Context: an optimization exercise on an open-source flow, tuned for small area, a short achievable clock period and few clock cycles per item. The choices shown serve that exercise and are no tape-out recipe.
Only the layout flow was run in this run; the RTL was not checked for function there.
No activity file was given, so power comes from the tool's default toggle rates.

--- config.mk ---
export PLATFORM = sky130hd
export DESIGN_NAME = mul_top
export DESIGN_NICKNAME = mul_top
export VERILOG_FILES = /design/flow/design.v
export SDC_FILE = /design/flow/constraint.sdc
export NUM_CORES = 4
export LEC_CHECK = 0
export CAP_MARGIN = 20
export CORE_MARGIN = 2
export CORE_UTILIZATION = 40
export SLEW_MARGIN = 20
--- constraint.sdc ---
create_clock -name core_clock -period 10.0 [get_ports {clk}]
set_input_delay 2.0000 -clock core_clock [delete_from_list [all_inputs] [get_ports {clk}]]
set_output_delay 2.0000 -clock core_clock [all_outputs]
set_load 0.01 [all_outputs]
--- design.v ---
module mulN #(parameter N = 2)(input [N-1:0]a,b,output [2*N:0]res);
  wire [N-1:0][2*N:0]row;
  wire [N-1:0][2*N:0]shiftrow;
  wire [N-2:0][2*N:0] partialProd;
  genvar i,j;
  for(i=0;i<N;i=i+1) begin
    assign row[i][2*N:N] = {(N+1){1'b0}};
    for(j=0;j<N;j=j+1) begin
      assign row[i][j] = a[j]&b[i];
    end
    assign shiftrow[i] = row[i]<<i;
    if(i==N-1) begin
      assign res = shiftrow[i]+partialProd[i-1];
    end
    else if(i!=0) begin
      assign partialProd[i] = shiftrow[i] + partialProd[i-1];
    end
    else assign partialProd[i] = shiftrow[i];
  end
endmodule
module mul_top (
  input              clk,
  input              rst,
  input              in_valid,
  input      [15:0]  a,
  input      [15:0]  b,
  output             out_valid,
  output     [32:0]  res
);
  reg [15:0] a_q, b_q;
  always @(posedge clk) begin a_q <= a; b_q <= b; end
  reg [2:0] v;
  always @(posedge clk) begin
    if (rst) v <= 0;
    else v <= {v[1:0], in_valid};
  end
  assign out_valid = v[2];
  wire pp_0_0 = a_q[0] & b_q[0];
  wire pp_0_1 = a_q[1] & b_q[0];
  wire pp_0_2 = a_q[2] & b_q[0];
  wire pp_0_3 = a_q[3] & b_q[0];
  wire pp_0_4 = a_q[4] & b_q[0];
  wire pp_0_5 = a_q[5] & b_q[0];
  wire pp_0_6 = a_q[6] & b_q[0];
  wire pp_0_7 = a_q[7] & b_q[0];
  wire pp_0_8 = a_q[8] & b_q[0];
  wire pp_0_9 = a_q[9] & b_q[0];
  wire pp_0_10 = a_q[10] & b_q[0];
  wire pp_0_11 = a_q[11] & b_q[0];
  wire pp_0_12 = a_q[12] & b_q[0];
  wire pp_0_13 = a_q[13] & b_q[0];
  wire pp_0_14 = a_q[14] & b_q[0];
  wire pp_0_15 = a_q[15] & b_q[0];
  wire pp_1_0 = a_q[0] & b_q[1];
  wire pp_1_1 = a_q[1] & b_q[1];
  wire pp_1_2 = a_q[2] & b_q[1];
  wire pp_1_3 = a_q[3] & b_q[1];
  wire pp_1_4 = a_q[4] & b_q[1];
  wire pp_1_5 = a_q[5] & b_q[1];
  wire pp_1_6 = a_q[6] & b_q[1];
  wire pp_1_7 = a_q[7] & b_q[1];
  wire pp_1_8 = a_q[8] & b_q[1];
  wire pp_1_9 = a_q[9] & b_q[1];
  wire pp_1_10 = a_q[10] & b_q[1];
  wire pp_1_11 = a_q[11] & b_q[1];
  wire pp_1_12 = a_q[12] & b_q[1];
  wire pp_1_13 = a_q[13] & b_q[1];
  wire pp_1_14 = a_q[14] & b_q[1];
  wire pp_1_15 = a_q[15] & b_q[1];
  wire pp_2_0 = a_q[0] & b_q[2];
  wire pp_2_1 = a_q[1] & b_q[2];
  wire pp_2_2 = a_q[2] & b_q[2];
  wire pp_2_3 = a_q[3] & b_q[2];
  wire pp_2_4 = a_q[4] & b_q[2];
  wire pp_2_5 = a_q[5] & b_q[2];
  wire pp_2_6 = a_q[6] & b_q[2];
  wire pp_2_7 = a_q[7] & b_q[2];
  wire pp_2_8 = a_q[8] & b_q[2];
  wire pp_2_9 = a_q[9] & b_q[2];
  wire pp_2_10 = a_q[10] & b_q[2];
  wire pp_2_11 = a_q[11] & b_q[2];
  wire pp_2_12 = a_q[12] & b_q[2];
  wire pp_2_13 = a_q[13] & b_q[2];
  wire pp_2_14 = a_q[14] & b_q[2];
  wire pp_2_15 = a_q[15] & b_q[2];
  wire pp_3_0 = a_q[0] & b_q[3];
  wire pp_3_1 = a_q[1] & b_q[3];
  wire pp_3_2 = a_q[2] & b_q[3];
  wire pp_3_3 = a_q[3] & b_q[3];
  wire pp_3_4 = a_q[4] & b_q[3];
  wire pp_3_5 = a_q[5] & b_q[3];
  wire pp_3_6 = a_q[6] & b_q[3];
  wire pp_3_7 = a_q[7] & b_q[3];
  wire pp_3_8 = a_q[8] & b_q[3];
  wire pp_3_9 = a_q[9] & b_q[3];
  wire pp_3_10 = a_q[10] & b_q[3];
  wire pp_3_11 = a_q[11] & b_q[3];
  wire pp_3_12 = a_q[12] & b_q[3];
  wire pp_3_13 = a_q[13] & b_q[3];
  wire pp_3_14 = a_q[14] & b_q[3];
  wire pp_3_15 = a_q[15] & b_q[3];
  wire pp_4_0 = a_q[0] & b_q[4];
  wire pp_4_1 = a_q[1] & b_q[4];
  wire pp_4_2 = a_q[2] & b_q[4];
  wire pp_4_3 = a_q[3] & b_q[4];
  wire pp_4_4 = a_q[4] & b_q[4];
  wire pp_4_5 = a_q[5] & b_q[4];
  wire pp_4_6 = a_q[6] & b_q[4];
  wire pp_4_7 = a_q[7] & b_q[4];
  wire pp_4_8 = a_q[8] & b_q[4];
  wire pp_4_9 = a_q[9] & b_q[4];
  wire pp_4_10 = a_q[10] & b_q[4];
  wire pp_4_11 = a_q[11] & b_q[4];
  wire pp_4_12 = a_q[12] & b_q[4];
  wire pp_4_13 = a_q[13] & b_q[4];
  wire pp_4_14 = a_q[14] & b_q[4];
  wire pp_4_15 = a_q[15] & b_q[4];
  wire pp_5_0 = a_q[0] & b_q[5];
  wire pp_5_1 = a_q[1] & b_q[5];
  wire pp_5_2 = a_q[2] & b_q[5];
  wire pp_5_3 = a_q[3] & b_q[5];
  wire pp_5_4 = a_q[4] & b_q[5];
  wire pp_5_5 = a_q[5] & b_q[5];
  wire pp_5_6 = a_q[6] & b_q[5];
  wire pp_5_7 = a_q[7] & b_q[5];
  wire pp_5_8 = a_q[8] & b_q[5];
  wire pp_5_9 = a_q[9] & b_q[5];
  wire pp_5_10 = a_q[10] & b_q[5];
  wire pp_5_11 = a_q[11] & b_q[5];
  wire pp_5_12 = a_q[12] & b_q[5];
  wire pp_5_13 = a_q[13] & b_q[5];
  wire pp_5_14 = a_q[14] & b_q[5];
  wire pp_5_15 = a_q[15] & b_q[5];
  wire pp_6_0 = a_q[0] & b_q[6];
  wire pp_6_1 = a_q[1] & b_q[6];
  wire pp_6_2 = a_q[2] & b_q[6];
  wire pp_6_3 = a_q[3] & b_q[6];
  wire pp_6_4 = a_q[4] & b_q[6];
  wire pp_6_5 = a_q[5] & b_q[6];
  wire pp_6_6 = a_q[6] & b_q[6];
  wire pp_6_7 = a_q[7] & b_q[6];
  wire pp_6_8 = a_q[8] & b_q[6];
  wire pp_6_9 = a_q[9] & b_q[6];
  wire pp_6_10 = a_q[10] & b_q[6];
  wire pp_6_11 = a_q[11] & b_q[6];
  wire pp_6_12 = a_q[12] & b_q[6];
  wire pp_6_13 = a_q[13] & b_q[6];
  wire pp_6_14 = a_q[14] & b_q[6];
  wire pp_6_15 = a_q[15] & b_q[6];
  wire pp_7_0 = a_q[0] & b_q[7];
  wire pp_7_1 = a_q[1] & b_q[7];
  wire pp_7_2 = a_q[2] & b_q[7];
  wire pp_7_3 = a_q[3] & b_q[7];
  wire pp_7_4 = a_q[4] & b_q[7];
  wire pp_7_5 = a_q[5] & b_q[7];
  wire pp_7_6 = a_q[6] & b_q[7];
  wire pp_7_7 = a_q[7] & b_q[7];
  wire pp_7_8 = a_q[8] & b_q[7];
  wire pp_7_9 = a_q[9] & b_q[7];
  wire pp_7_10 = a_q[10] & b_q[7];
  wire pp_7_11 = a_q[11] & b_q[7];
  wire pp_7_12 = a_q[12] & b_q[7];
  wire pp_7_13 = a_q[13] & b_q[7];
  wire pp_7_14 = a_q[14] & b_q[7];
  wire pp_7_15 = a_q[15] & b_q[7];
  wire pp_8_0 = a_q[0] & b_q[8];
  wire pp_8_1 = a_q[1] & b_q[8];
  wire pp_8_2 = a_q[2] & b_q[8];
  wire pp_8_3 = a_q[3] & b_q[8];
  wire pp_8_4 = a_q[4] & b_q[8];
  wire pp_8_5 = a_q[5] & b_q[8];
  wire pp_8_6 = a_q[6] & b_q[8];
  wire pp_8_7 = a_q[7] & b_q[8];
  wire pp_8_8 = a_q[8] & b_q[8];
  wire pp_8_9 = a_q[9] & b_q[8];
  wire pp_8_10 = a_q[10] & b_q[8];
  wire pp_8_11 = a_q[11] & b_q[8];
  wire pp_8_12 = a_q[12] & b_q[8];
  wire pp_8_13 = a_q[13] & b_q[8];
  wire pp_8_14 = a_q[14] & b_q[8];
  wire pp_8_15 = a_q[15] & b_q[8];
  wire pp_9_0 = a_q[0] & b_q[9];
  wire pp_9_1 = a_q[1] & b_q[9];
  wire pp_9_2 = a_q[2] & b_q[9];
  wire pp_9_3 = a_q[3] & b_q[9];
  wire pp_9_4 = a_q[4] & b_q[9];
  wire pp_9_5 = a_q[5] & b_q[9];
  wire pp_9_6 = a_q[6] & b_q[9];
  wire pp_9_7 = a_q[7] & b_q[9];
  wire pp_9_8 = a_q[8] & b_q[9];
  wire pp_9_9 = a_q[9] & b_q[9];
  wire pp_9_10 = a_q[10] & b_q[9];
  wire pp_9_11 = a_q[11] & b_q[9];
  wire pp_9_12 = a_q[12] & b_q[9];
  wire pp_9_13 = a_q[13] & b_q[9];
  wire pp_9_14 = a_q[14] & b_q[9];
  wire pp_9_15 = a_q[15] & b_q[9];
  wire pp_10_0 = a_q[0] & b_q[10];
  wire pp_10_1 = a_q[1] & b_q[10];
  wire pp_10_2 = a_q[2] & b_q[10];
  wire pp_10_3 = a_q[3] & b_q[10];
  wire pp_10_4 = a_q[4] & b_q[10];
  wire pp_10_5 = a_q[5] & b_q[10];
  wire pp_10_6 = a_q[6] & b_q[10];
  wire pp_10_7 = a_q[7] & b_q[10];
  wire pp_10_8 = a_q[8] & b_q[10];
  wire pp_10_9 = a_q[9] & b_q[10];
  wire pp_10_10 = a_q[10] & b_q[10];
  wire pp_10_11 = a_q[11] & b_q[10];
  wire pp_10_12 = a_q[12] & b_q[10];
  wire pp_10_13 = a_q[13] & b_q[10];
  wire pp_10_14 = a_q[14] & b_q[10];
  wire pp_10_15 = a_q[15] & b_q[10];
  wire pp_11_0 = a_q[0] & b_q[11];
  wire pp_11_1 = a_q[1] & b_q[11];
  wire pp_11_2 = a_q[2] & b_q[11];
  wire pp_11_3 = a_q[3] & b_q[11];
  wire pp_11_4 = a_q[4] & b_q[11];
  wire pp_11_5 = a_q[5] & b_q[11];
  wire pp_11_6 = a_q[6] & b_q[11];
  wire pp_11_7 = a_q[7] & b_q[11];
  wire pp_11_8 = a_q[8] & b_q[11];
  wire pp_11_9 = a_q[9] & b_q[11];
  wire pp_11_10 = a_q[10] & b_q[11];
  wire pp_11_11 = a_q[11] & b_q[11];
  wire pp_11_12 = a_q[12] & b_q[11];
  wire pp_11_13 = a_q[13] & b_q[11];
  wire pp_11_14 = a_q[14] & b_q[11];
  wire pp_11_15 = a_q[15] & b_q[11];
  wire pp_12_0 = a_q[0] & b_q[12];
  wire pp_12_1 = a_q[1] & b_q[12];
  wire pp_12_2 = a_q[2] & b_q[12];
  wire pp_12_3 = a_q[3] & b_q[12];
  wire pp_12_4 = a_q[4] & b_q[12];
  wire pp_12_5 = a_q[5] & b_q[12];
  wire pp_12_6 = a_q[6] & b_q[12];
  wire pp_12_7 = a_q[7] & b_q[12];
  wire pp_12_8 = a_q[8] & b_q[12];
  wire pp_12_9 = a_q[9] & b_q[12];
  wire pp_12_10 = a_q[10] & b_q[12];
  wire pp_12_11 = a_q[11] & b_q[12];
  wire pp_12_12 = a_q[12] & b_q[12];
  wire pp_12_13 = a_q[13] & b_q[12];
  wire pp_12_14 = a_q[14] & b_q[12];
  wire pp_12_15 = a_q[15] & b_q[12];
  wire pp_13_0 = a_q[0] & b_q[13];
  wire pp_13_1 = a_q[1] & b_q[13];
  wire pp_13_2 = a_q[2] & b_q[13];
  wire pp_13_3 = a_q[3] & b_q[13];
  wire pp_13_4 = a_q[4] & b_q[13];
  wire pp_13_5 = a_q[5] & b_q[13];
  wire pp_13_6 = a_q[6] & b_q[13];
  wire pp_13_7 = a_q[7] & b_q[13];
  wire pp_13_8 = a_q[8] & b_q[13];
  wire pp_13_9 = a_q[9] & b_q[13];
  wire pp_13_10 = a_q[10] & b_q[13];
  wire pp_13_11 = a_q[11] & b_q[13];
  wire pp_13_12 = a_q[12] & b_q[13];
  wire pp_13_13 = a_q[13] & b_q[13];
  wire pp_13_14 = a_q[14] & b_q[13];
  wire pp_13_15 = a_q[15] & b_q[13];
  wire pp_14_0 = a_q[0] & b_q[14];
  wire pp_14_1 = a_q[1] & b_q[14];
  wire pp_14_2 = a_q[2] & b_q[14];
  wire pp_14_3 = a_q[3] & b_q[14];
  wire pp_14_4 = a_q[4] & b_q[14];
  wire pp_14_5 = a_q[5] & b_q[14];
  wire pp_14_6 = a_q[6] & b_q[14];
  wire pp_14_7 = a_q[7] & b_q[14];
  wire pp_14_8 = a_q[8] & b_q[14];
  wire pp_14_9 = a_q[9] & b_q[14];
  wire pp_14_10 = a_q[10] & b_q[14];
  wire pp_14_11 = a_q[11] & b_q[14];
  wire pp_14_12 = a_q[12] & b_q[14];
  wire pp_14_13 = a_q[13] & b_q[14];
  wire pp_14_14 = a_q[14] & b_q[14];
  wire pp_14_15 = a_q[15] & b_q[14];
  wire pp_15_0 = a_q[0] & b_q[15];
  wire pp_15_1 = a_q[1] & b_q[15];
  wire pp_15_2 = a_q[2] & b_q[15];
  wire pp_15_3 = a_q[3] & b_q[15];
  wire pp_15_4 = a_q[4] & b_q[15];
  wire pp_15_5 = a_q[5] & b_q[15];
  wire pp_15_6 = a_q[6] & b_q[15];
  wire pp_15_7 = a_q[7] & b_q[15];
  wire pp_15_8 = a_q[8] & b_q[15];
  wire pp_15_9 = a_q[9] & b_q[15];
  wire pp_15_10 = a_q[10] & b_q[15];
  wire pp_15_11 = a_q[11] & b_q[15];
  wire pp_15_12 = a_q[12] & b_q[15];
  wire pp_15_13 = a_q[13] & b_q[15];
  wire pp_15_14 = a_q[14] & b_q[15];
  wire pp_15_15 = a_q[15] & b_q[15];
  wire s1 = pp_0_13 ^ pp_1_12;
  wire c2 = pp_0_13 & pp_1_12;
  wire s3 = pp_0_14 ^ pp_1_13 ^ pp_2_12;
  wire c4 = (pp_0_14 & pp_1_13) | (pp_0_14 & pp_2_12) | (pp_1_13 & pp_2_12);
  wire s5 = pp_3_11 ^ pp_4_10;
  wire c6 = pp_3_11 & pp_4_10;
  wire s7 = pp_0_15 ^ pp_1_14 ^ pp_2_13;
  wire c8 = (pp_0_15 & pp_1_14) | (pp_0_15 & pp_2_13) | (pp_1_14 & pp_2_13);
  wire s9 = pp_3_12 ^ pp_4_11 ^ pp_5_10;
  wire c10 = (pp_3_12 & pp_4_11) | (pp_3_12 & pp_5_10) | (pp_4_11 & pp_5_10);
  wire s11 = pp_6_9 ^ pp_7_8;
  wire c12 = pp_6_9 & pp_7_8;
  wire s13 = pp_1_15 ^ pp_2_14 ^ pp_3_13;
  wire c14 = (pp_1_15 & pp_2_14) | (pp_1_15 & pp_3_13) | (pp_2_14 & pp_3_13);
  wire s15 = pp_4_12 ^ pp_5_11 ^ pp_6_10;
  wire c16 = (pp_4_12 & pp_5_11) | (pp_4_12 & pp_6_10) | (pp_5_11 & pp_6_10);
  wire s17 = pp_7_9 ^ pp_8_8;
  wire c18 = pp_7_9 & pp_8_8;
  wire s19 = pp_2_15 ^ pp_3_14 ^ pp_4_13;
  wire c20 = (pp_2_15 & pp_3_14) | (pp_2_15 & pp_4_13) | (pp_3_14 & pp_4_13);
  wire s21 = pp_5_12 ^ pp_6_11 ^ pp_7_10;
  wire c22 = (pp_5_12 & pp_6_11) | (pp_5_12 & pp_7_10) | (pp_6_11 & pp_7_10);
  wire s23 = pp_3_15 ^ pp_4_14 ^ pp_5_13;
  wire c24 = (pp_3_15 & pp_4_14) | (pp_3_15 & pp_5_13) | (pp_4_14 & pp_5_13);
  wire s25 = pp_0_9 ^ pp_1_8;
  wire c26 = pp_0_9 & pp_1_8;
  wire s27 = pp_0_10 ^ pp_1_9 ^ pp_2_8;
  wire c28 = (pp_0_10 & pp_1_9) | (pp_0_10 & pp_2_8) | (pp_1_9 & pp_2_8);
  wire s29 = pp_3_7 ^ pp_4_6;
  wire c30 = pp_3_7 & pp_4_6;
  wire s31 = pp_0_11 ^ pp_1_10 ^ pp_2_9;
  wire c32 = (pp_0_11 & pp_1_10) | (pp_0_11 & pp_2_9) | (pp_1_10 & pp_2_9);
  wire s33 = pp_3_8 ^ pp_4_7 ^ pp_5_6;
  wire c34 = (pp_3_8 & pp_4_7) | (pp_3_8 & pp_5_6) | (pp_4_7 & pp_5_6);
  wire s35 = pp_6_5 ^ pp_7_4;
  wire c36 = pp_6_5 & pp_7_4;
  wire s37 = pp_0_12 ^ pp_1_11 ^ pp_2_10;
  wire c38 = (pp_0_12 & pp_1_11) | (pp_0_12 & pp_2_10) | (pp_1_11 & pp_2_10);
  wire s39 = pp_3_9 ^ pp_4_8 ^ pp_5_7;
  wire c40 = (pp_3_9 & pp_4_8) | (pp_3_9 & pp_5_7) | (pp_4_8 & pp_5_7);
  wire s41 = pp_6_6 ^ pp_7_5 ^ pp_8_4;
  wire c42 = (pp_6_6 & pp_7_5) | (pp_6_6 & pp_8_4) | (pp_7_5 & pp_8_4);
  wire s43 = pp_9_3 ^ pp_10_2;
  wire c44 = pp_9_3 & pp_10_2;
  wire s45 = s1 ^ pp_2_11 ^ pp_3_10;
  wire c46 = (s1 & pp_2_11) | (s1 & pp_3_10) | (pp_2_11 & pp_3_10);
  wire s47 = pp_4_9 ^ pp_5_8 ^ pp_6_7;
  wire c48 = (pp_4_9 & pp_5_8) | (pp_4_9 & pp_6_7) | (pp_5_8 & pp_6_7);
  wire s49 = pp_7_6 ^ pp_8_5 ^ pp_9_4;
  wire c50 = (pp_7_6 & pp_8_5) | (pp_7_6 & pp_9_4) | (pp_8_5 & pp_9_4);
  wire s51 = pp_10_3 ^ pp_11_2 ^ pp_12_1;
  wire c52 = (pp_10_3 & pp_11_2) | (pp_10_3 & pp_12_1) | (pp_11_2 & pp_12_1);
  wire s53 = s3 ^ s5 ^ pp_5_9;
  wire c54 = (s3 & s5) | (s3 & pp_5_9) | (s5 & pp_5_9);
  wire s55 = pp_6_8 ^ pp_7_7 ^ pp_8_6;
  wire c56 = (pp_6_8 & pp_7_7) | (pp_6_8 & pp_8_6) | (pp_7_7 & pp_8_6);
  wire s57 = pp_9_5 ^ pp_10_4 ^ pp_11_3;
  wire c58 = (pp_9_5 & pp_10_4) | (pp_9_5 & pp_11_3) | (pp_10_4 & pp_11_3);
  wire s59 = pp_12_2 ^ pp_13_1 ^ pp_14_0;
  wire c60 = (pp_12_2 & pp_13_1) | (pp_12_2 & pp_14_0) | (pp_13_1 & pp_14_0);
  wire s61 = s7 ^ s9 ^ s11;
  wire c62 = (s7 & s9) | (s7 & s11) | (s9 & s11);
  wire s63 = pp_8_7 ^ pp_9_6 ^ pp_10_5;
  wire c64 = (pp_8_7 & pp_9_6) | (pp_8_7 & pp_10_5) | (pp_9_6 & pp_10_5);
  wire s65 = pp_11_4 ^ pp_12_3 ^ pp_13_2;
  wire c66 = (pp_11_4 & pp_12_3) | (pp_11_4 & pp_13_2) | (pp_12_3 & pp_13_2);
  wire s67 = pp_14_1 ^ pp_15_0 ^ c4;
  wire c68 = (pp_14_1 & pp_15_0) | (pp_14_1 & c4) | (pp_15_0 & c4);
  wire s69 = s13 ^ s15 ^ s17;
  wire c70 = (s13 & s15) | (s13 & s17) | (s15 & s17);
  wire s71 = pp_9_7 ^ pp_10_6 ^ pp_11_5;
  wire c72 = (pp_9_7 & pp_10_6) | (pp_9_7 & pp_11_5) | (pp_10_6 & pp_11_5);
  wire s73 = pp_12_4 ^ pp_13_3 ^ pp_14_2;
  wire c74 = (pp_12_4 & pp_13_3) | (pp_12_4 & pp_14_2) | (pp_13_3 & pp_14_2);
  wire s75 = pp_15_1 ^ c8 ^ c10;
  wire c76 = (pp_15_1 & c8) | (pp_15_1 & c10) | (c8 & c10);
  wire s77 = s19 ^ s21 ^ pp_8_9;
  wire c78 = (s19 & s21) | (s19 & pp_8_9) | (s21 & pp_8_9);
  wire s79 = pp_9_8 ^ pp_10_7 ^ pp_11_6;
  wire c80 = (pp_9_8 & pp_10_7) | (pp_9_8 & pp_11_6) | (pp_10_7 & pp_11_6);
  wire s81 = pp_12_5 ^ pp_13_4 ^ pp_14_3;
  wire c82 = (pp_12_5 & pp_13_4) | (pp_12_5 & pp_14_3) | (pp_13_4 & pp_14_3);
  wire s83 = pp_15_2 ^ c14 ^ c16;
  wire c84 = (pp_15_2 & c14) | (pp_15_2 & c16) | (c14 & c16);
  wire s85 = s23 ^ pp_6_12 ^ pp_7_11;
  wire c86 = (s23 & pp_6_12) | (s23 & pp_7_11) | (pp_6_12 & pp_7_11);
  wire s87 = pp_8_10 ^ pp_9_9 ^ pp_10_8;
  wire c88 = (pp_8_10 & pp_9_9) | (pp_8_10 & pp_10_8) | (pp_9_9 & pp_10_8);
  wire s89 = pp_11_7 ^ pp_12_6 ^ pp_13_5;
  wire c90 = (pp_11_7 & pp_12_6) | (pp_11_7 & pp_13_5) | (pp_12_6 & pp_13_5);
  wire s91 = pp_14_4 ^ pp_15_3 ^ c20;
  wire c92 = (pp_14_4 & pp_15_3) | (pp_14_4 & c20) | (pp_15_3 & c20);
  wire s93 = pp_4_15 ^ pp_5_14 ^ pp_6_13;
  wire c94 = (pp_4_15 & pp_5_14) | (pp_4_15 & pp_6_13) | (pp_5_14 & pp_6_13);
  wire s95 = pp_7_12 ^ pp_8_11 ^ pp_9_10;
  wire c96 = (pp_7_12 & pp_8_11) | (pp_7_12 & pp_9_10) | (pp_8_11 & pp_9_10);
  wire s97 = pp_10_9 ^ pp_11_8 ^ pp_12_7;
  wire c98 = (pp_10_9 & pp_11_8) | (pp_10_9 & pp_12_7) | (pp_11_8 & pp_12_7);
  wire s99 = pp_13_6 ^ pp_14_5 ^ pp_15_4;
  wire c100 = (pp_13_6 & pp_14_5) | (pp_13_6 & pp_15_4) | (pp_14_5 & pp_15_4);
  wire s101 = pp_5_15 ^ pp_6_14 ^ pp_7_13;
  wire c102 = (pp_5_15 & pp_6_14) | (pp_5_15 & pp_7_13) | (pp_6_14 & pp_7_13);
  wire s103 = pp_8_12 ^ pp_9_11 ^ pp_10_10;
  wire c104 = (pp_8_12 & pp_9_11) | (pp_8_12 & pp_10_10) | (pp_9_11 & pp_10_10);
  wire s105 = pp_11_9 ^ pp_12_8 ^ pp_13_7;
  wire c106 = (pp_11_9 & pp_12_8) | (pp_11_9 & pp_13_7) | (pp_12_8 & pp_13_7);
  wire s107 = pp_6_15 ^ pp_7_14 ^ pp_8_13;
  wire c108 = (pp_6_15 & pp_7_14) | (pp_6_15 & pp_8_13) | (pp_7_14 & pp_8_13);
  wire s109 = pp_9_12 ^ pp_10_11 ^ pp_11_10;
  wire c110 = (pp_9_12 & pp_10_11) | (pp_9_12 & pp_11_10) | (pp_10_11 & pp_11_10);
  wire s111 = pp_7_15 ^ pp_8_14 ^ pp_9_13;
  wire c112 = (pp_7_15 & pp_8_14) | (pp_7_15 & pp_9_13) | (pp_8_14 & pp_9_13);
  wire s113 = pp_0_6 ^ pp_1_5;
  wire c114 = pp_0_6 & pp_1_5;
  wire s115 = pp_0_7 ^ pp_1_6 ^ pp_2_5;
  wire c116 = (pp_0_7 & pp_1_6) | (pp_0_7 & pp_2_5) | (pp_1_6 & pp_2_5);
  wire s117 = pp_3_4 ^ pp_4_3;
  wire c118 = pp_3_4 & pp_4_3;
  wire s119 = pp_0_8 ^ pp_1_7 ^ pp_2_6;
  wire c120 = (pp_0_8 & pp_1_7) | (pp_0_8 & pp_2_6) | (pp_1_7 & pp_2_6);
  wire s121 = pp_3_5 ^ pp_4_4 ^ pp_5_3;
  wire c122 = (pp_3_5 & pp_4_4) | (pp_3_5 & pp_5_3) | (pp_4_4 & pp_5_3);
  wire s123 = pp_6_2 ^ pp_7_1;
  wire c124 = pp_6_2 & pp_7_1;
  wire s125 = s25 ^ pp_2_7 ^ pp_3_6;
  wire c126 = (s25 & pp_2_7) | (s25 & pp_3_6) | (pp_2_7 & pp_3_6);
  wire s127 = pp_4_5 ^ pp_5_4 ^ pp_6_3;
  wire c128 = (pp_4_5 & pp_5_4) | (pp_4_5 & pp_6_3) | (pp_5_4 & pp_6_3);
  wire s129 = pp_7_2 ^ pp_8_1 ^ pp_9_0;
  wire c130 = (pp_7_2 & pp_8_1) | (pp_7_2 & pp_9_0) | (pp_8_1 & pp_9_0);
  wire s131 = s27 ^ s29 ^ pp_5_5;
  wire c132 = (s27 & s29) | (s27 & pp_5_5) | (s29 & pp_5_5);
  wire s133 = pp_6_4 ^ pp_7_3 ^ pp_8_2;
  wire c134 = (pp_6_4 & pp_7_3) | (pp_6_4 & pp_8_2) | (pp_7_3 & pp_8_2);
  wire s135 = pp_9_1 ^ pp_10_0 ^ c26;
  wire c136 = (pp_9_1 & pp_10_0) | (pp_9_1 & c26) | (pp_10_0 & c26);
  wire s137 = s31 ^ s33 ^ s35;
  wire c138 = (s31 & s33) | (s31 & s35) | (s33 & s35);
  wire s139 = pp_8_3 ^ pp_9_2 ^ pp_10_1;
  wire c140 = (pp_8_3 & pp_9_2) | (pp_8_3 & pp_10_1) | (pp_9_2 & pp_10_1);
  wire s141 = pp_11_0 ^ c28 ^ c30;
  wire c142 = (pp_11_0 & c28) | (pp_11_0 & c30) | (c28 & c30);
  wire s143 = s37 ^ s39 ^ s41;
  wire c144 = (s37 & s39) | (s37 & s41) | (s39 & s41);
  wire s145 = s43 ^ pp_11_1 ^ pp_12_0;
  wire c146 = (s43 & pp_11_1) | (s43 & pp_12_0) | (pp_11_1 & pp_12_0);
  wire s147 = c32 ^ c34 ^ c36;
  wire c148 = (c32 & c34) | (c32 & c36) | (c34 & c36);
  wire s149 = s45 ^ s47 ^ s49;
  wire c150 = (s45 & s47) | (s45 & s49) | (s47 & s49);
  wire s151 = s51 ^ pp_13_0 ^ c38;
  wire c152 = (s51 & pp_13_0) | (s51 & c38) | (pp_13_0 & c38);
  wire s153 = c40 ^ c42 ^ c44;
  wire c154 = (c40 & c42) | (c40 & c44) | (c42 & c44);
  wire s155 = s53 ^ s55 ^ s57;
  wire c156 = (s53 & s55) | (s53 & s57) | (s55 & s57);
  wire s157 = s59 ^ c2 ^ c46;
  wire c158 = (s59 & c2) | (s59 & c46) | (c2 & c46);
  wire s159 = c48 ^ c50 ^ c52;
  wire c160 = (c48 & c50) | (c48 & c52) | (c50 & c52);
  wire s161 = s61 ^ s63 ^ s65;
  wire c162 = (s61 & s63) | (s61 & s65) | (s63 & s65);
  wire s163 = s67 ^ c6 ^ c54;
  wire c164 = (s67 & c6) | (s67 & c54) | (c6 & c54);
  wire s165 = c56 ^ c58 ^ c60;
  wire c166 = (c56 & c58) | (c56 & c60) | (c58 & c60);
  wire s167 = s69 ^ s71 ^ s73;
  wire c168 = (s69 & s71) | (s69 & s73) | (s71 & s73);
  wire s169 = s75 ^ c12 ^ c62;
  wire c170 = (s75 & c12) | (s75 & c62) | (c12 & c62);
  wire s171 = c64 ^ c66 ^ c68;
  wire c172 = (c64 & c66) | (c64 & c68) | (c66 & c68);
  wire s173 = s77 ^ s79 ^ s81;
  wire c174 = (s77 & s79) | (s77 & s81) | (s79 & s81);
  wire s175 = s83 ^ c18 ^ c70;
  wire c176 = (s83 & c18) | (s83 & c70) | (c18 & c70);
  wire s177 = c72 ^ c74 ^ c76;
  wire c178 = (c72 & c74) | (c72 & c76) | (c74 & c76);
  wire s179 = s85 ^ s87 ^ s89;
  wire c180 = (s85 & s87) | (s85 & s89) | (s87 & s89);
  wire s181 = s91 ^ c22 ^ c78;
  wire c182 = (s91 & c22) | (s91 & c78) | (c22 & c78);
  wire s183 = c80 ^ c82 ^ c84;
  wire c184 = (c80 & c82) | (c80 & c84) | (c82 & c84);
  wire s185 = s93 ^ s95 ^ s97;
  wire c186 = (s93 & s95) | (s93 & s97) | (s95 & s97);
  wire s187 = s99 ^ c24 ^ c86;
  wire c188 = (s99 & c24) | (s99 & c86) | (c24 & c86);
  wire s189 = c88 ^ c90 ^ c92;
  wire c190 = (c88 & c90) | (c88 & c92) | (c90 & c92);
  wire s191 = s101 ^ s103 ^ s105;
  wire c192 = (s101 & s103) | (s101 & s105) | (s103 & s105);
  wire s193 = pp_14_6 ^ pp_15_5 ^ c94;
  wire c194 = (pp_14_6 & pp_15_5) | (pp_14_6 & c94) | (pp_15_5 & c94);
  wire s195 = c96 ^ c98 ^ c100;
  wire c196 = (c96 & c98) | (c96 & c100) | (c98 & c100);
  wire s197 = s107 ^ s109 ^ pp_12_9;
  wire c198 = (s107 & s109) | (s107 & pp_12_9) | (s109 & pp_12_9);
  wire s199 = pp_13_8 ^ pp_14_7 ^ pp_15_6;
  wire c200 = (pp_13_8 & pp_14_7) | (pp_13_8 & pp_15_6) | (pp_14_7 & pp_15_6);
  wire s201 = c102 ^ c104 ^ c106;
  wire c202 = (c102 & c104) | (c102 & c106) | (c104 & c106);
  wire s203 = s111 ^ pp_10_12 ^ pp_11_11;
  wire c204 = (s111 & pp_10_12) | (s111 & pp_11_11) | (pp_10_12 & pp_11_11);
  wire s205 = pp_12_10 ^ pp_13_9 ^ pp_14_8;
  wire c206 = (pp_12_10 & pp_13_9) | (pp_12_10 & pp_14_8) | (pp_13_9 & pp_14_8);
  wire s207 = pp_15_7 ^ c108 ^ c110;
  wire c208 = (pp_15_7 & c108) | (pp_15_7 & c110) | (c108 & c110);
  wire s209 = pp_8_15 ^ pp_9_14 ^ pp_10_13;
  wire c210 = (pp_8_15 & pp_9_14) | (pp_8_15 & pp_10_13) | (pp_9_14 & pp_10_13);
  wire s211 = pp_11_12 ^ pp_12_11 ^ pp_13_10;
  wire c212 = (pp_11_12 & pp_12_11) | (pp_11_12 & pp_13_10) | (pp_12_11 & pp_13_10);
  wire s213 = pp_14_9 ^ pp_15_8 ^ c112;
  wire c214 = (pp_14_9 & pp_15_8) | (pp_14_9 & c112) | (pp_15_8 & c112);
  wire s215 = pp_9_15 ^ pp_10_14 ^ pp_11_13;
  wire c216 = (pp_9_15 & pp_10_14) | (pp_9_15 & pp_11_13) | (pp_10_14 & pp_11_13);
  wire s217 = pp_12_12 ^ pp_13_11 ^ pp_14_10;
  wire c218 = (pp_12_12 & pp_13_11) | (pp_12_12 & pp_14_10) | (pp_13_11 & pp_14_10);
  wire s219 = pp_10_15 ^ pp_11_14 ^ pp_12_13;
  wire c220 = (pp_10_15 & pp_11_14) | (pp_10_15 & pp_12_13) | (pp_11_14 & pp_12_13);
  wire s221 = pp_0_4 ^ pp_1_3;
  wire c222 = pp_0_4 & pp_1_3;
  wire s223 = pp_0_5 ^ pp_1_4 ^ pp_2_3;
  wire c224 = (pp_0_5 & pp_1_4) | (pp_0_5 & pp_2_3) | (pp_1_4 & pp_2_3);
  wire s225 = pp_3_2 ^ pp_4_1;
  wire c226 = pp_3_2 & pp_4_1;
  wire s227 = s113 ^ pp_2_4 ^ pp_3_3;
  wire c228 = (s113 & pp_2_4) | (s113 & pp_3_3) | (pp_2_4 & pp_3_3);
  wire s229 = pp_4_2 ^ pp_5_1 ^ pp_6_0;
  wire c230 = (pp_4_2 & pp_5_1) | (pp_4_2 & pp_6_0) | (pp_5_1 & pp_6_0);
  wire s231 = s115 ^ s117 ^ pp_5_2;
  wire c232 = (s115 & s117) | (s115 & pp_5_2) | (s117 & pp_5_2);
  wire s233 = pp_6_1 ^ pp_7_0 ^ c114;
  wire c234 = (pp_6_1 & pp_7_0) | (pp_6_1 & c114) | (pp_7_0 & c114);
  wire s235 = s119 ^ s121 ^ s123;
  wire c236 = (s119 & s121) | (s119 & s123) | (s121 & s123);
  wire s237 = pp_8_0 ^ c116 ^ c118;
  wire c238 = (pp_8_0 & c116) | (pp_8_0 & c118) | (c116 & c118);
  wire s239 = s125 ^ s127 ^ s129;
  wire c240 = (s125 & s127) | (s125 & s129) | (s127 & s129);
  wire s241 = c120 ^ c122 ^ c124;
  wire c242 = (c120 & c122) | (c120 & c124) | (c122 & c124);
  wire s243 = s131 ^ s133 ^ s135;
  wire c244 = (s131 & s133) | (s131 & s135) | (s133 & s135);
  wire s245 = c126 ^ c128 ^ c130;
  wire c246 = (c126 & c128) | (c126 & c130) | (c128 & c130);
  wire s247 = s137 ^ s139 ^ s141;
  wire c248 = (s137 & s139) | (s137 & s141) | (s139 & s141);
  wire s249 = c132 ^ c134 ^ c136;
  wire c250 = (c132 & c134) | (c132 & c136) | (c134 & c136);
  wire s251 = s143 ^ s145 ^ s147;
  wire c252 = (s143 & s145) | (s143 & s147) | (s145 & s147);
  wire s253 = c138 ^ c140 ^ c142;
  wire c254 = (c138 & c140) | (c138 & c142) | (c140 & c142);
  wire s255 = s149 ^ s151 ^ s153;
  wire c256 = (s149 & s151) | (s149 & s153) | (s151 & s153);
  wire s257 = c144 ^ c146 ^ c148;
  wire c258 = (c144 & c146) | (c144 & c148) | (c146 & c148);
  wire s259 = s155 ^ s157 ^ s159;
  wire c260 = (s155 & s157) | (s155 & s159) | (s157 & s159);
  wire s261 = c150 ^ c152 ^ c154;
  wire c262 = (c150 & c152) | (c150 & c154) | (c152 & c154);
  wire s263 = s161 ^ s163 ^ s165;
  wire c264 = (s161 & s163) | (s161 & s165) | (s163 & s165);
  wire s265 = c156 ^ c158 ^ c160;
  wire c266 = (c156 & c158) | (c156 & c160) | (c158 & c160);
  wire s267 = s167 ^ s169 ^ s171;
  wire c268 = (s167 & s169) | (s167 & s171) | (s169 & s171);
  wire s269 = c162 ^ c164 ^ c166;
  wire c270 = (c162 & c164) | (c162 & c166) | (c164 & c166);
  wire s271 = s173 ^ s175 ^ s177;
  wire c272 = (s173 & s175) | (s173 & s177) | (s175 & s177);
  wire s273 = c168 ^ c170 ^ c172;
  wire c274 = (c168 & c170) | (c168 & c172) | (c170 & c172);
  wire s275 = s179 ^ s181 ^ s183;
  wire c276 = (s179 & s181) | (s179 & s183) | (s181 & s183);
  wire s277 = c174 ^ c176 ^ c178;
  wire c278 = (c174 & c176) | (c174 & c178) | (c176 & c178);
  wire s279 = s185 ^ s187 ^ s189;
  wire c280 = (s185 & s187) | (s185 & s189) | (s187 & s189);
  wire s281 = c180 ^ c182 ^ c184;
  wire c282 = (c180 & c182) | (c180 & c184) | (c182 & c184);
  wire s283 = s191 ^ s193 ^ s195;
  wire c284 = (s191 & s193) | (s191 & s195) | (s193 & s195);
  wire s285 = c186 ^ c188 ^ c190;
  wire c286 = (c186 & c188) | (c186 & c190) | (c188 & c190);
  wire s287 = s197 ^ s199 ^ s201;
  wire c288 = (s197 & s199) | (s197 & s201) | (s199 & s201);
  wire s289 = c192 ^ c194 ^ c196;
  wire c290 = (c192 & c194) | (c192 & c196) | (c194 & c196);
  wire s291 = s203 ^ s205 ^ s207;
  wire c292 = (s203 & s205) | (s203 & s207) | (s205 & s207);
  wire s293 = c198 ^ c200 ^ c202;
  wire c294 = (c198 & c200) | (c198 & c202) | (c200 & c202);
  wire s295 = s209 ^ s211 ^ s213;
  wire c296 = (s209 & s211) | (s209 & s213) | (s211 & s213);
  wire s297 = c204 ^ c206 ^ c208;
  wire c298 = (c204 & c206) | (c204 & c208) | (c206 & c208);
  wire s299 = s215 ^ s217 ^ pp_15_9;
  wire c300 = (s215 & s217) | (s215 & pp_15_9) | (s217 & pp_15_9);
  wire s301 = c210 ^ c212 ^ c214;
  wire c302 = (c210 & c212) | (c210 & c214) | (c212 & c214);
  wire s303 = s219 ^ pp_13_12 ^ pp_14_11;
  wire c304 = (s219 & pp_13_12) | (s219 & pp_14_11) | (pp_13_12 & pp_14_11);
  wire s305 = pp_15_10 ^ c216 ^ c218;
  wire c306 = (pp_15_10 & c216) | (pp_15_10 & c218) | (c216 & c218);
  wire s307 = pp_11_15 ^ pp_12_14 ^ pp_13_13;
  wire c308 = (pp_11_15 & pp_12_14) | (pp_11_15 & pp_13_13) | (pp_12_14 & pp_13_13);
  wire s309 = pp_14_12 ^ pp_15_11 ^ c220;
  wire c310 = (pp_14_12 & pp_15_11) | (pp_14_12 & c220) | (pp_15_11 & c220);
  wire s311 = pp_12_15 ^ pp_13_14 ^ pp_14_13;
  wire c312 = (pp_12_15 & pp_13_14) | (pp_12_15 & pp_14_13) | (pp_13_14 & pp_14_13);
  wire s313 = pp_0_3 ^ pp_1_2;
  wire c314 = pp_0_3 & pp_1_2;
  wire s315 = s221 ^ pp_2_2 ^ pp_3_1;
  wire c316 = (s221 & pp_2_2) | (s221 & pp_3_1) | (pp_2_2 & pp_3_1);
  wire s317 = s223 ^ s225 ^ pp_5_0;
  wire c318 = (s223 & s225) | (s223 & pp_5_0) | (s225 & pp_5_0);
  wire s319 = s227 ^ s229 ^ c224;
  wire c320 = (s227 & s229) | (s227 & c224) | (s229 & c224);
  wire s321 = s231 ^ s233 ^ c228;
  wire c322 = (s231 & s233) | (s231 & c228) | (s233 & c228);
  wire s323 = s235 ^ s237 ^ c232;
  wire c324 = (s235 & s237) | (s235 & c232) | (s237 & c232);
  wire s325 = s239 ^ s241 ^ c236;
  wire c326 = (s239 & s241) | (s239 & c236) | (s241 & c236);
  wire s327 = s243 ^ s245 ^ c240;
  wire c328 = (s243 & s245) | (s243 & c240) | (s245 & c240);
  wire s329 = s247 ^ s249 ^ c244;
  wire c330 = (s247 & s249) | (s247 & c244) | (s249 & c244);
  wire s331 = s251 ^ s253 ^ c248;
  wire c332 = (s251 & s253) | (s251 & c248) | (s253 & c248);
  wire s333 = s255 ^ s257 ^ c252;
  wire c334 = (s255 & s257) | (s255 & c252) | (s257 & c252);
  wire s335 = s259 ^ s261 ^ c256;
  wire c336 = (s259 & s261) | (s259 & c256) | (s261 & c256);
  wire s337 = s263 ^ s265 ^ c260;
  wire c338 = (s263 & s265) | (s263 & c260) | (s265 & c260);
  wire s339 = s267 ^ s269 ^ c264;
  wire c340 = (s267 & s269) | (s267 & c264) | (s269 & c264);
  wire s341 = s271 ^ s273 ^ c268;
  wire c342 = (s271 & s273) | (s271 & c268) | (s273 & c268);
  wire s343 = s275 ^ s277 ^ c272;
  wire c344 = (s275 & s277) | (s275 & c272) | (s277 & c272);
  wire s345 = s279 ^ s281 ^ c276;
  wire c346 = (s279 & s281) | (s279 & c276) | (s281 & c276);
  wire s347 = s283 ^ s285 ^ c280;
  wire c348 = (s283 & s285) | (s283 & c280) | (s285 & c280);
  wire s349 = s287 ^ s289 ^ c284;
  wire c350 = (s287 & s289) | (s287 & c284) | (s289 & c284);
  wire s351 = s291 ^ s293 ^ c288;
  wire c352 = (s291 & s293) | (s291 & c288) | (s293 & c288);
  wire s353 = s295 ^ s297 ^ c292;
  wire c354 = (s295 & s297) | (s295 & c292) | (s297 & c292);
  wire s355 = s299 ^ s301 ^ c296;
  wire c356 = (s299 & s301) | (s299 & c296) | (s301 & c296);
  wire s357 = s303 ^ s305 ^ c300;
  wire c358 = (s303 & s305) | (s303 & c300) | (s305 & c300);
  wire s359 = s307 ^ s309 ^ c304;
  wire c360 = (s307 & s309) | (s307 & c304) | (s309 & c304);
  wire s361 = s311 ^ pp_15_12 ^ c308;
  wire c362 = (s311 & pp_15_12) | (s311 & c308) | (pp_15_12 & c308);
  wire s363 = pp_13_15 ^ pp_14_14 ^ pp_15_13;
  wire c364 = (pp_13_15 & pp_14_14) | (pp_13_15 & pp_15_13) | (pp_14_14 & pp_15_13);
  wire s365 = pp_0_2 ^ pp_1_1;
  wire c366 = pp_0_2 & pp_1_1;
  wire s367 = s313 ^ pp_2_1 ^ pp_3_0;
  wire c368 = (s313 & pp_2_1) | (s313 & pp_3_0) | (pp_2_1 & pp_3_0);
  wire s369 = s315 ^ pp_4_0 ^ c314;
  wire c370 = (s315 & pp_4_0) | (s315 & c314) | (pp_4_0 & c314);
  wire s371 = s317 ^ c222 ^ c316;
  wire c372 = (s317 & c222) | (s317 & c316) | (c222 & c316);
  wire s373 = s319 ^ c226 ^ c318;
  wire c374 = (s319 & c226) | (s319 & c318) | (c226 & c318);
  wire s375 = s321 ^ c230 ^ c320;
  wire c376 = (s321 & c230) | (s321 & c320) | (c230 & c320);
  wire s377 = s323 ^ c234 ^ c322;
  wire c378 = (s323 & c234) | (s323 & c322) | (c234 & c322);
  wire s379 = s325 ^ c238 ^ c324;
  wire c380 = (s325 & c238) | (s325 & c324) | (c238 & c324);
  wire s381 = s327 ^ c242 ^ c326;
  wire c382 = (s327 & c242) | (s327 & c326) | (c242 & c326);
  wire s383 = s329 ^ c246 ^ c328;
  wire c384 = (s329 & c246) | (s329 & c328) | (c246 & c328);
  wire s385 = s331 ^ c250 ^ c330;
  wire c386 = (s331 & c250) | (s331 & c330) | (c250 & c330);
  wire s387 = s333 ^ c254 ^ c332;
  wire c388 = (s333 & c254) | (s333 & c332) | (c254 & c332);
  wire s389 = s335 ^ c258 ^ c334;
  wire c390 = (s335 & c258) | (s335 & c334) | (c258 & c334);
  wire s391 = s337 ^ c262 ^ c336;
  wire c392 = (s337 & c262) | (s337 & c336) | (c262 & c336);
  wire s393 = s339 ^ c266 ^ c338;
  wire c394 = (s339 & c266) | (s339 & c338) | (c266 & c338);
  wire s395 = s341 ^ c270 ^ c340;
  wire c396 = (s341 & c270) | (s341 & c340) | (c270 & c340);
  wire s397 = s343 ^ c274 ^ c342;
  wire c398 = (s343 & c274) | (s343 & c342) | (c274 & c342);
  wire s399 = s345 ^ c278 ^ c344;
  wire c400 = (s345 & c278) | (s345 & c344) | (c278 & c344);
  wire s401 = s347 ^ c282 ^ c346;
  wire c402 = (s347 & c282) | (s347 & c346) | (c282 & c346);
  wire s403 = s349 ^ c286 ^ c348;
  wire c404 = (s349 & c286) | (s349 & c348) | (c286 & c348);
  wire s405 = s351 ^ c290 ^ c350;
  wire c406 = (s351 & c290) | (s351 & c350) | (c290 & c350);
  wire s407 = s353 ^ c294 ^ c352;
  wire c408 = (s353 & c294) | (s353 & c352) | (c294 & c352);
  wire s409 = s355 ^ c298 ^ c354;
  wire c410 = (s355 & c298) | (s355 & c354) | (c298 & c354);
  wire s411 = s357 ^ c302 ^ c356;
  wire c412 = (s357 & c302) | (s357 & c356) | (c302 & c356);
  wire s413 = s359 ^ c306 ^ c358;
  wire c414 = (s359 & c306) | (s359 & c358) | (c306 & c358);
  wire s415 = s361 ^ c310 ^ c360;
  wire c416 = (s361 & c310) | (s361 & c360) | (c310 & c360);
  wire s417 = s363 ^ c312 ^ c362;
  wire c418 = (s363 & c312) | (s363 & c362) | (c312 & c362);
  wire s419 = pp_14_15 ^ pp_15_14 ^ c364;
  wire c420 = (pp_14_15 & pp_15_14) | (pp_14_15 & c364) | (pp_15_14 & c364);
  reg [60:0] rtree;
  always @(posedge clk) rtree <= {c420, pp_15_15, c418, s419, c416, s417, c414, s415, c412, s413, c410, s411, c408, s409, c406, s407, c404, s405, c402, s403, c400, s401, c398, s399, c396, s397, c394, s395, c392, s393, c390, s391, c388, s389, c386, s387, c384, s385, c382, s383, c380, s381, c378, s379, c376, s377, c374, s375, c372, s373, c370, s371, c368, s369, c366, s367, pp_2_0, s365, pp_1_0, pp_0_1, pp_0_0};
  wire [31:0] fa_a = {1'b0, rtree[59], rtree[57], rtree[55], rtree[53], rtree[51], rtree[49], rtree[47], rtree[45], rtree[43], rtree[41], rtree[39], rtree[37], rtree[35], rtree[33], rtree[31], rtree[29], rtree[27], rtree[25], rtree[23], rtree[21], rtree[19], rtree[17], rtree[15], rtree[13], rtree[11], rtree[9], rtree[7], rtree[5], rtree[3], rtree[1], rtree[0]};
  wire [31:0] fa_b = {1'b0, rtree[60], rtree[58], rtree[56], rtree[54], rtree[52], rtree[50], rtree[48], rtree[46], rtree[44], rtree[42], rtree[40], rtree[38], rtree[36], rtree[34], rtree[32], rtree[30], rtree[28], rtree[26], rtree[24], rtree[22], rtree[20], rtree[18], rtree[16], rtree[14], rtree[12], rtree[10], rtree[8], rtree[6], rtree[4], rtree[2], 1'b0};
  wire [31:0] prod = fa_a + fa_b;
  reg [31:0] res_q;
  always @(posedge clk) res_q <= prod;
  assign res = {1'b0, res_q};
endmodule
--- run.sh ---
#!/bin/bash
# synth_recipe.tcl (not shown) runs the flow's synth.tcl, then flattens the netlist and writes it again
# the make line also repeats each setting of config.mk as NAME=value (left out here)
make -C /OpenROAD-flow-scripts/flow DESIGN_CONFIG=/design/flow/config.mk WORK_HOME=/design/flow/orfs CLKGATE_MAP_FILE= SYNTH_SCRIPT=/design/flow/synth_recipe.tcl finish
==> flow_metrics.tcl <==
set metrics [dict create \
    crit_path_end_kind "register" \
    synth_cells 1039 \
    n_antenna_cell 0 \
    wl_met2_um 11060 \
    worstRegToRegCells 8 \
    r2r_slack_ns 5.85 \
    critPathTopFamily "adder cells" \
    p_per_area_mw_per_mm2 258.8 \
    finalWeightedCongestion 0.8118 \
    nets 1364 \
    initial_core_util 0.4039 \
    clock-root-buffer "clkbuf_16" \
    rr_startpoint "a_q[12]$_DFF_P_" \
    die_x_um 165.5 \
    fill_cells 2468 \
    coreArea_mm2 0.02584 \
    final_common_cell "fa_1" \
    cts_buffers 17 \
    clk_path_buf_depth 2 \
    timing.final.ws_setup_ns 5.847 \
    ys_seq_elements 128 \
    die_y_um 165.5 \
    postSynthAreaPerCell_um2 10.04 \
    slowest_delay_ns 0.68 \
    io_buffers 67 \
    dpl_worst_slack_ns 5.817 \
    peakVddDrop_uv 146.3 \
    grt_pass1_vias 7451 \
    num_rows 59 \
    total_power_mw 3.110 \
    grt_pass1_wl_um 40000 \
    crit_top_cell "fa_1" \
    vias 6875 \
    drtIter0Drc 346 \
    ys_seq_area_frac 0.2455 \
    final_cell_mix "196 x fa_1, 187 x inv_1, 159 x and2_1, 128 x dfxtp_1, 116 x nand2_1" \
    hold_depth 0 \
    synth_edf_count 0 \
    min_to "res_q[0]$_DFF_P_" \
    setup_viol 0 \
    crit_type "reg -> reg" \
    max_slew_margin 0.4397 \
    synth-async-reset-ratio 0 \
    worst_hold_startpoint "rtree[0]$_DFF_P_" \
    rsz0062_at_grt "no" \
    via_per_inst 4.788 \
    hpwl_um 18230 \
    synth_nets 1315 \
    ys_types 45 \
    ant_nets 0 \
    cap_violations 0 \
    cpMaxStageDelayCell "dfxtp_1" \
    tns_ns 0 \
    ios 69 \
    final_layout_size_suffix_gt1_frac 0.03724 \
    post-cts-setup-buffer-count 0 \
    rr_endpoint "rtree[33]$_DFF_P_" \
    cts.hold.buffers_added 0 \
    grt_max_degree 17 \
    min_path_type "reg -> reg" \
    wire_per_inst_um 16.88 \
    cts.sinks 128 \
    cts.htree.levels 4 \
    fin_crit_ns 4.153 \
    die-area_mm2 0.02740 \
    start_kind "register" \
    antenna_found_initial 0 \
    crit_chain "nand2_1 -> fa_1 -> inv_1 -> fa_1 -> fa_1 -> fa_1 -> fa_1 -> fa_1" \
    cp.arrival_ns 4.45 \
    slew_violations 0 \
    required_ns 10.30 \
    synth-main-ff-cell "dfxtp_1" \
    power_leakage_nw 5.580 \
    clk_pin_slew_ns 0.07 \
    worst_clock_skew_ns 0.01720 \
    dr.max_layer_used "met4" \
    grt-ovfl-total 0 \
    syn_area_mm2 0.01044 \
    ys_warn_count 1 \
    run_status "finished clean" \
    cts_tree "built" \
    track_usage 0.1938 \
    first_pass_iters 5 \
    wl_met3_um 1755 \
    clock_latency_ns 0.44 \
    fmax_ghz 0.2408 \
    critPathMaxFanout 16 \
    met1Wirelength_um 11080 \
    wl_um 24250 \
    syn2layout_area_growth_pct 15.17 \
    post-route-period-util 0.4153 \
    hold_violations 0 \
    ctsResizeCount 0 \
    critPathBufInv 1 \
    post-route-drc-count 0 \
    hold_ws_ns 0.3334 \
    tightest_slew_ns 0.8393 \
]
## per-layer routing
layer,track usage,vias up
met5,0,-
met4,0.04781,0
met3,0.05370,25
met2,0.3089,204
met1,0.2626,3443
li1,-,3203
## cell type report
class | count | area [um^2] | share of cell area
repair buffers | 67 | 670.6 | 0.05580
flip-flops and latches | 128 | 2562 | 0.2132
multi-input cells | 687 | 7020 | 0.5841
inverters | 187 | 701.9 | 0.05840
well taps | 335 | 419.2 | 0.03487
clock inverters | 14 | 205.2 | 0.01707
clock buffers | 18 | 439.2 | 0.03654
## sequential cells by signal, indices dropped and copies added, names as in the netlist
signal	cells
rtree	61
res_q	32
a_q	16
b_q	16
v	3
## cells in the mapped netlist, types with 2 or more instances
cell | n | area (um^2)
and2_1 | 159 | 994.7
a21o_1 | 6 | 45.04
a21boi_0 | 3 | 22.52
and3_1 | 2 | 12.51
a211oi_1 | 3 | 22.52
nand3_1 | 4 | 20.02
clkbuf_1 | 34 | 127.6
o21ai_2 | 2 | 17.52
o21a_1 | 3 | 22.52
nor2_1 | 22 | 82.58
nand2b_1 | 4 | 25.02
a31oi_1 | 6 | 37.54
inv_1 | 187 | 701.9
nand2_1 | 116 | 435.4
nor3_1 | 7 | 35.03
xnor2_1 | 15 | 131.4
o211a_1 | 3 | 30.03
ha_1 | 45 | 563.0
nor2b_1 | 6 | 37.54
fa_1 | 196 | 3924
xor2_1 | 11 | 96.34
a21oi_1 | 32 | 160.2
nand4_1 | 6 | 37.54
o21ai_0 | 15 | 75.07
dfxtp_1 | 128 | 2562
o31ai_2 | 2 | 25.02
o211ai_1 | 3 | 22.52
nor3b_1 | 2 | 15.01
## logic make-up (layout without fill, tap and decap cells)
group           after synthesis  after routing  share of synthesized area
xor+xnor                     26             26                    0.02182
buf+inv                     224            286                    0.08176
other cells                   1              1                  0.0003593
fa+ha+maj                   241            241                     0.4299
simple gates                331            331                     0.1645
flops                       128            128                     0.2455
compound gates               88             88                    0.05611
## power by group
part | internal [mW] | switching, mW
registers | 0.701 | 0.0845
logic | 0.737 | 0.905
clock network | 0.428 | 0.255
total | 1.87 | 1.24
## how the worst max path moves through the flow
stage | start | to | slack, ns | cells after the start
final | a_q[12]$_DFF_P_ | rtree[33]$_DFF_P_ | 5.85 | 8
after detailed placement | b_q[5]$_DFF_P_ | rtree[33]$_DFF_P_ | 5.82 | 8
after floorplan | a_q[15]$_DFF_P_ | rtree[35]$_DFF_P_ | 6.07 | 10
after global routing | b_q[5]$_DFF_P_ | rtree[33]$_DFF_P_ | 5.60 | 8
after global placement | b_q[2]$_DFF_P_ | rtree[33]$_DFF_P_ | 5.92 | 8
after CTS | b_q[5]$_DFF_P_ | rtree[33]$_DFF_P_ | 5.79 | 8
## per-stage QoR
step / util / instance area (um^2) / instances
6_report: 0.4652 / 12020 / 1436
5_1_grt: 0.4652 / 12020 / 1436
4_1_cts: 0.4652 / 12020 / 1436
3_5_place_dp: 0.4402 / 11370 / 1404
3_3_place_gp: 0.4402 / 11370 / 1404
2_1_floorplan: - / 10440 / 1039

static timing again, ports no longer ideal:
The flow's constraints put no driver on any port. The routed layout listed below was extracted and timed again, unchanged, in two steps. Step 1 sets driving cells, clkbuf_16 on the clock port and buf_2 on the other inputs (assumed; they add their load-dependent delay and slew). Step 2 also shifts input and output timing later by t, the mid clock arrival at the registers, as if the neighbouring blocks saw the same clock. Three values: ideal ports, drivers, drivers and shift; two values: the first two.
shift t [ns]: 0.471
setup slack, ns: 5.847 / 5.847 / 5.847
hold slack, ns: 0.333 / 0.333 / 0.333
After both steps setup and hold are still met in this run. For this run, drivers alone change the setup slack by 0.000 ns; drivers and shift together by 0.000 ns.
